This design comes from an exercise in tuning for small area, a short achievable clock period and few clock cycles on the open sky130 flow, not from production work.
At most, simulation tests tie the RTL to the original design; equivalence was not proved.
Power and IR drop assume default switching activity.

==> 03-27: inputs <==
Design JAM, start of the top module:
module JAM (
input CLK,
input RST,
output reg [2:0] W,
output reg [2:0] J,
input [6:0] Cost,
output reg [3:0] MatchCount,
output reg [9:0] MinCost,
output reg Valid );
Settings: LEC_CHECK=0, ABC_AREA=1, CAP_MARGIN=20, CORE_MARGIN=2, CORE_UTILIZATION=40, SETUP_SLACK_MARGIN=2.5, SLEW_MARGIN=20, TNS_END_PERCENT=100; clock period 5.0 ns.
run.sh (not shown) runs the stock make flow with config.mk's settings and CLKGATE_MAP_FILE= SYNTH_SCRIPT=/design/flow/synth_recipe.tcl, a recipe that flattens the netlist after the stock synthesis.
==> 12-17: changes against 03-27 <==
--- a/flow/config.mk
+++ b/flow/config.mk
@@ -9,6 +9,6 @@
 export CAP_MARGIN = 20
 export CORE_MARGIN = 2
 export CORE_UTILIZATION = 40
-export SETUP_SLACK_MARGIN = 2.5
+export SETUP_SLACK_MARGIN = 3.2
 export SLEW_MARGIN = 20
 export TNS_END_PERCENT = 100
==> comparison <==
Between 12-17 and 03-27, the lower cell count is in 03-27 (gap about 4%, measured against 03-27). Maximum frequency: 12-17 is larger than 03-27 (about 2.8%). Against 12-17, the global-route usage of 03-27 is lower by 1.0 points. Worst hold slack: 12-17 is lower than 03-27 (3.9 ps). Of 03-27 and 12-17, 12-17 has the higher power (gap 19%, measured against 12-17). Of 12-17 and 03-27, 12-17 has the higher final area (gap about 17%, measured against 03-27). First-iteration DRC count: 03-27 is higher than 12-17 (3.5%). In 03-27 the sequential power is smaller than in 12-17, by about 5%. Clock skew: 12-17 is higher than 03-27 (3.6 ps). Between 12-17 and 03-27, the lower core utilization is in 03-27 (gap 7.6 points).
No functional check of the RTL was part of any run of this note.

==> inputs of branch xenon <==
JAM, a different RTL version from the one above (not shown whole).
make LEC_CHECK=0 CAP_MARGIN=20 CORE_MARGIN=2 CORE_UTILIZATION=60 PLACE_DENSITY=0.75 SETUP_SLACK_MARGIN=2.5 SLEW_MARGIN=20 TNS_END_PERCENT=100 finish   # period 5.0 ns
==> branch willow (differences from branch xenon) <==
- CORE_UTILIZATION: 60 -> 40
- CTS_CLUSTER_DIAMETER: not set -> 100
- CTS_CLUSTER_SIZE: not set -> 30
- PLACE_DENSITY: 0.75 -> not set
- SETUP_SLACK_MARGIN: 2.5 -> 3.0
==> qor summary <==
Clock share of power: branch willow 13.1%; branch xenon 25.2%
Delay of the slowest cell on the worst path: branch willow 0.52 ns; branch xenon 0.51 ns
Global-route wire length before repair: branch willow 275000 um; branch xenon 254000 um
Fillers: branch willow 14645; branch xenon 8218
Comb. pwr: branch willow 24.0 mW; branch xenon 16.3 mW
Outcome: branch willow finished clean; branch xenon finished clean
Placeable core region: branch willow 162000 sq um; branch xenon 107000 sq um
Power dissipated in sequential cells: branch willow 17.3 mW; branch xenon 16.8 mW
GR Util met3: branch willow 1.72%; branch xenon 3.99%
Clock buffers created by TritonCTS: branch willow 60; branch xenon 147
CTS clk-pin slew, worst paths: branch willow 0.12 ns; branch xenon 0.06 ns
Layout cell share with drive strength beyond 1: branch willow 28.0%; branch xenon 8.00%
Part of the power in combinational logic: branch willow 50.4%; branch xenon 36.8%
Testbench counts of branch xenon, summed over its fixed seeds: cycles 5,392.
Testbench counts of branch willow, summed over its fixed seeds: cycles 5,392.

==> inputs of v23 <==
RTL: one of the versions met above, not the one the previous note started from.
clock: 5.0 ns
lec_check: 0
abc_area: 1
cap_margin: 20
core_margin: 2
core_utilization: 40
setup_slack_margin: 2.6
slew_margin: 20
tns_end_percent: 100
==> v3: changes against v23 <==
--- a/flow/design.v
+++ b/flow/design.v
@@ -1220,13 +1220,13 @@
 reg [9:0] mc; reg [3:0] mn;
 wire [1:0] tc = cmp10(tot, mc);
 wire ld = fst[7] || (ev[7] && tc[1]);
 wire acc = ev[7] && tc[0];
 wire [9:0] mc_n = ld ? tot : mc;
 wire [3:0] mn_n = ld ? totn : acc ? mn + totn : mn;
 always @(posedge CLK) begin
   mc <= mc_n; mn <= mn_n;
-  if (ld) MinCost <= tot;
-  if (ld) MatchCount <= totn; else if (acc) MatchCount <= MatchCount + totn;
+  MinCost <= RST ? 10'd0 : mc_n;
+  MatchCount <= RST ? 4'd0 : mn_n;
   Valid <= RST ? 1'b0 : (Valid | lst[7]);
 end
 endmodule
==> flow/config.mk (replaced) <==
export PLATFORM = sky130hd
export DESIGN_NAME = JAM
export DESIGN_NICKNAME = JAM
export VERILOG_FILES = /design/flow/design.v
export SDC_FILE = /design/flow/constraint.sdc
export NUM_CORES = 4
export LEC_CHECK = 0
export ABC_AREA = 1
export CAP_MARGIN = 20
export CORE_MARGIN = 2
export CORE_UTILIZATION = 60
export PLACE_DENSITY = 0.7
export SETUP_SLACK_MARGIN = 2.8
export SLEW_MARGIN = 20
export TNS_END_PERCENT = 100
==> v25: changes against v23 <==
--- a/flow/design.v
+++ b/flow/design.v
@@ -1220,13 +1220,13 @@
 reg [9:0] mc; reg [3:0] mn;
 wire [1:0] tc = cmp10(tot, mc);
 wire ld = fst[7] || (ev[7] && tc[1]);
 wire acc = ev[7] && tc[0];
 wire [9:0] mc_n = ld ? tot : mc;
 wire [3:0] mn_n = ld ? totn : acc ? mn + totn : mn;
 always @(posedge CLK) begin
   mc <= mc_n; mn <= mn_n;
-  if (ld) MinCost <= tot;
-  if (ld) MatchCount <= totn; else if (acc) MatchCount <= MatchCount + totn;
+  MinCost <= RST ? 10'd0 : mc_n;
+  MatchCount <= RST ? 4'd0 : mn_n;
   Valid <= RST ? 1'b0 : (Valid | lst[7]);
 end
 endmodule
==> flow/config.mk (replaced) <==
export PLATFORM = sky130hd
export DESIGN_NAME = JAM
export DESIGN_NICKNAME = JAM
export VERILOG_FILES = /design/flow/design.v
export SDC_FILE = /design/flow/constraint.sdc
export NUM_CORES = 4
export LEC_CHECK = 0
export ABC_AREA = 1
export CAP_MARGIN = 20
export CORE_MARGIN = 2
export CORE_UTILIZATION = 40
export CTS_CLUSTER_DIAMETER = 150
export CTS_CLUSTER_SIZE = 25
export PLACE_DENSITY = 0.7
export SETUP_SLACK_MARGIN = 2.9
export SLEW_MARGIN = 20
export TNS_END_PERCENT = 100
==> flow_summary.json <==
{
  "status": "complete, no violations",
  "fin_cells": 9384,
  "initial_core_util": 0.403,
  "vdd_drop_max_v": 0.000392,
  "layout_common_cells": "nand2_1, dfxtp_1, inv_1",
  "fillCellCount": 15100,
  "p_comb_frac": 0.381,
  "skew_ns": 0.0293,
  "vias": 45800,
  "synthAdderAreaFrac": 0.198,
  "yosys.area_share.simple": 0.143,
  "grt_pass1_vias": 44700,
  "seq_power_w": 0.0168,
  "clock_buffers": 203,
  "via_per_inst": 4.88
}
(the above is from v23)
==> flow_summary.json <==
{
  "layout_common_cells": "nand2_1, dfxtp_1, inv_1",
  "yosys.area_share.simple": 0.146,
  "seq_power_w": 0.0169,
  "grt_pass1_vias": 45100,
  "skew_ns": 0.0366,
  "clock_buffers": 81,
  "synthAdderAreaFrac": 0.197,
  "status": "complete, no violations",
  "vias": 46500,
  "initial_core_util": 0.402
}
(the above is from v25)
==> flow_summary.json <==
{
  "status": "complete, no violations",
  "seq_power_w": 0.0169,
  "clock_buffers": 208,
  "p_comb_frac": 0.390,
  "via_per_inst": 5.35,
  "vdd_drop_max_v": 0.000373,
  "grt_pass1_vias": 45700,
  "yosys.area_share.simple": 0.146,
  "skew_ns": 0.0331,
  "fin_cells": 8791,
  "vias": 47100,
  "fmax_mhz": 443,
  "hold_slack_ns": 0.317,
  "initial_core_util": 0.603,
  "synthAdderAreaFrac": 0.197,
  "fillCellCount": 8407
}
(the above is from v3)
Testbench counts of v3, summed over its fixed seeds: cycles 5,392.
Testbench counts of v25, summed over its fixed seeds: cycles 5,392.
For v23, only the layout was checked, not whether the RTL still works.

[separate check: timing with driven ports]
In the flow no input, the clock included, has a driving cell. The finished layouts below were timed again as built, in two steps.
Step 1 sets driving cells, clkbuf_16 on the clock port and buf_2 on the other inputs (assumed; they add their load-dependent delay and slew).
Step 2 adds t to the input delays and takes it off the output delays; t is the mean of the earliest and latest rising clock arrival at the registers after step 1. Input paths then give back, and output paths get back, about the clock's delay inside the block.
a / b / c = ideal / step 1 / step 2; a / b = the first two.
| run | t (ns) | setup WS [ns] | worst setup path at the end | latest minus earliest clock arrival (ns) | worst slew at a driven data input, ns |
|---|---|---|---|---|---|
| 03-27 | 0.851 | 2.552 / 2.478 / 2.523 | input to register | 0.035 / 0.035 | 0.07 |
| 12-17 | 0.865 | 2.619 / 2.544 / 2.566 | input to register | 0.037 / 0.038 | 0.06 |
| branch xenon | 0.820 | 2.537 / 2.475 / 2.318 | input to register | 0.025 / 0.025 | 0.03 |
| branch willow | 0.786 | 2.593 / 2.593 / 2.497 | input to register | 0.047 / 0.046 | 0.05 |
| v23 | 0.847 | 2.645 / 2.571 / 2.526 | input to register | 0.033 / 0.032 | 0.07 |
| v3 | 0.840 | 2.742 / 2.662 / 2.577 | input to register | 0.040 / 0.040 | 0.03 |
| v25 | 0.780 | 2.794 / 2.716 / 2.301 | input to register | 0.048 / 0.049 | 0.03 |
After both steps setup and hold are still met in every run listed. For v25, which loses most, drivers alone change the setup slack by -0.078 ns; drivers and shift together by -0.493 ns.
